This design comes from an exercise in tuning for small area, a short achievable clock period and few clock cycles per item on the open sky130 flow, not from production work. No activity file was given, so power comes from the tool's default toggle rates.

==> flow/design.v (excerpt) <==
module MyDesign(
    input logic reset_n,
    input logic clk,
    input logic dut_valid,
    output logic dut_ready,
    output logic dut__tb__sram_input_write_enable,
    output logic [16-1 : 0] dut__tb__sram_input_write_address,
    output logic [32-1 : 0] dut__tb__sram_input_write_data,
    output logic [16-1 : 0] dut__tb__sram_input_read_address,
    input logic [32-1 : 0] tb__dut__sram_input_read_data,
    output logic dut__tb__sram_weight_write_enable,
    output logic [16-1 : 0] dut__tb__sram_weight_write_address,
    output logic [32-1 : 0] dut__tb__sram_weight_write_data,
    output logic [16-1 : 0] dut__tb__sram_weight_read_address,
    input logic [32-1 : 0] tb__dut__sram_weight_read_data,
    output logic dut__tb__sram_result_write_enable,
    output logic [16-1 : 0] dut__tb__sram_result_write_address,
    output logic [32-1 : 0] dut__tb__sram_result_write_data,
    output logic [16-1 : 0] dut__tb__sram_result_read_address,
    input logic [32-1 : 0] tb__dut__sram_result_read_data,
    output logic dut__tb__sram_scratchpad_write_enable,
    output logic [16-1 : 0] dut__tb__sram_scratchpad_write_address,
    output logic [32-1 : 0] dut__tb__sram_scratchpad_write_data,
    output logic [16-1 : 0] dut__tb__sram_scratchpad_read_address,
    input logic [32-1 : 0] tb__dut__sram_scratchpad_read_data
);
clock: 11.0 ns
lec_check: 0
abc_clock_period_in_ps: 3500
cap_margin: 20
core_margin: 2
core_utilization: 40
cts_cluster_diameter: 100
cts_cluster_size: 20
slew_margin: 20
standard.sh (not shown) runs the stock make flow with config.mk's settings and CLKGATE_MAP_FILE= SYNTH_SCRIPT=/design/flow/synth_recipe.tcl, a recipe that flattens the netlist after the stock synthesis.
==> flow/flow/run.sh <==
#!/bin/bash
set -euo pipefail
bash standard.sh SETUP_SLACK_MARGIN=7.3 "BUFFER_PORTS_ARGS=-buffer_cell sky130_fd_sc_hd__buf_1" finish > standard.log 2>&1
The first run finished clean.
Edit:
==> flow/flow/run.sh (replaced) <==
#!/bin/bash
set -euo pipefail
bash standard.sh SETUP_SLACK_MARGIN=7.7 "BUFFER_PORTS_ARGS=-buffer_cell sky130_fd_sc_hd__buf_1" \
  "CTS_ARGS=-sink_clustering_enable -repair_clock_nets -sink_clustering_size 20 -sink_clustering_max_diameter 100 -dont_use_dummy_load" \
  finish > standard.log 2>&1
Outcome: Final cell count grows slightly. Count of clock-buffer cells in the layout shrinks by 8. Routed wire length grows by a few percent. Worst hold slack is about the same. Power grows slightly. Via count grows by a few percent. Clock skew grows by 0.058 ns. Setup slack improved by 0.31 ns.
Edit:
--- a/flow/flow/run.sh
+++ b/flow/flow/run.sh
@@ -3 +3 @@
-bash standard.sh SETUP_SLACK_MARGIN=7.7 "BUFFER_PORTS_ARGS=-buffer_cell sky130_fd_sc_hd__buf_1" \
+bash standard.sh SETUP_SLACK_MARGIN=8.0 "BUFFER_PORTS_ARGS=-buffer_cell sky130_fd_sc_hd__buf_1" \
After rerunning:
- The new run produced a clean layout
- global-route usage goes up by 0.33 points
- power goes up by 3.5%
- non-clock buffer count goes up by 48
Edit:
--- a/flow/flow/run.sh
+++ b/flow/flow/run.sh
@@ -3 +3 @@
-bash standard.sh SETUP_SLACK_MARGIN=8.0 "BUFFER_PORTS_ARGS=-buffer_cell sky130_fd_sc_hd__buf_1" \
+bash standard.sh SETUP_SLACK_MARGIN=7.5 "BUFFER_PORTS_ARGS=-buffer_cell sky130_fd_sc_hd__buf_1" \
After rerunning: Fmax falls by 2.8%. Cell area falls by 8.9%. Critical path depth is unchanged. Core utilization falls by 4.2 points.
Edit:
==> flow/flow/run.sh (replaced) <==
#!/bin/bash
set -euo pipefail
bash standard.sh SETUP_SLACK_MARGIN=7.5 "BUFFER_PORTS_ARGS=-buffer_cell sky130_fd_sc_hd__buf_1" finish > standard.log 2>&1
- The changed run completed without violations
- clock power came out higher by roughly a tenth
- wire length barely changes
- maximum frequency barely changes
No run of this note included a check of the RTL's function; only the layout flow was run.

========
build 17:
MyDesign, a different RTL version from the one above (not shown whole).
Size in the first run: roughly 3100 cells after synthesis, ~440 flip-flops, ~390 I/O pins, roughly 30000 sq um of cells after synthesis.
clock: 11.0 ns
lec_check: 0
abc_clock_period_in_ps: 3500
cap_margin: 20
core_margin: 2
core_utilization: 40
cts_cluster_diameter: 100
cts_cluster_size: 20
slew_margin: 20
==> flow/flow/run.sh <==
#!/bin/bash
set -euo pipefail
bash standard.sh SETUP_SLACK_MARGIN=7.5 "BUFFER_PORTS_ARGS=-buffer_cell sky130_fd_sc_hd__buf_1" \
  "CTS_ARGS=-sink_clustering_enable -repair_clock_nets -sink_clustering_size 20 -sink_clustering_max_diameter 100 -dont_use_dummy_load" \
  finish > standard.log 2>&1
Setup changes, build 17 to build 47
==> flow/flow/run.sh <==
#!/bin/bash
set -euo pipefail
bash standard.sh SETUP_SLACK_MARGIN=7.5 "BUFFER_PORTS_ARGS=-buffer_cell sky130_fd_sc_hd__buf_1" finish > standard.log 2>&1
Results
Delta (build 47 minus build 17): via count held steady, number of cells on the critical path held steady.
On final period utilization, build 17 and build 47 are neck and neck.
Build 47 against build 17: number of flip-flops and latches in the synthesized netlist held steady, fraction of layout instances using a drive strength above 1 climbed 0.25 points, final worst setup slack closely matched the old numbers.
No functional check of the RTL was part of any run of this note.

[re-timing with driven ports]
Ports are ideal in the flow. The routed layouts listed here were re-timed in OpenROAD. Step 1: set_driving_cell puts a clkbuf_16 on clk and a buf_2 on each other input, an assumption about the parent block. Step 2 times the ports against the registers' clock, not the clock port: input delays grow and output delays shrink by t, the midpoint of the rising clock arrivals with the driver on. Three values: ideal, step 1, step 2; two values: the first two.
run	shift t [ns]	setup slack, ns	hold slack, ns	worst data-port slew with drivers (ns)
the first run of note 1	0.676	7.355 / 7.289 / 7.432	0.327 / 0.327 / 0.327	0.12
the second run of note 1	0.633	7.660 / 7.595 / 7.452	0.328 / 0.328 / 0.328	0.07
the third run of note 1	0.651	7.657 / 7.594 / 7.492	0.329 / 0.329 / 0.329	0.07
the fourth run of note 1	0.656	7.561 / 7.497 / 7.482	0.330 / 0.330 / 0.330	0.08
the fifth run of note 1	0.683	7.558 / 7.492 / 7.461	0.331 / 0.331 / 0.331	0.07
build 17	0.631	7.555 / 7.490 / 7.480	0.329 / 0.329 / 0.329	0.10
build 47	0.657	7.553 / 7.490 / 7.494	0.326 / 0.326 / 0.326	0.09
After both steps every run listed still meets setup and hold. The setup slack of the second run of note 1, which loses most, moves by -0.065 ns with the drivers and by -0.208 ns with both steps.
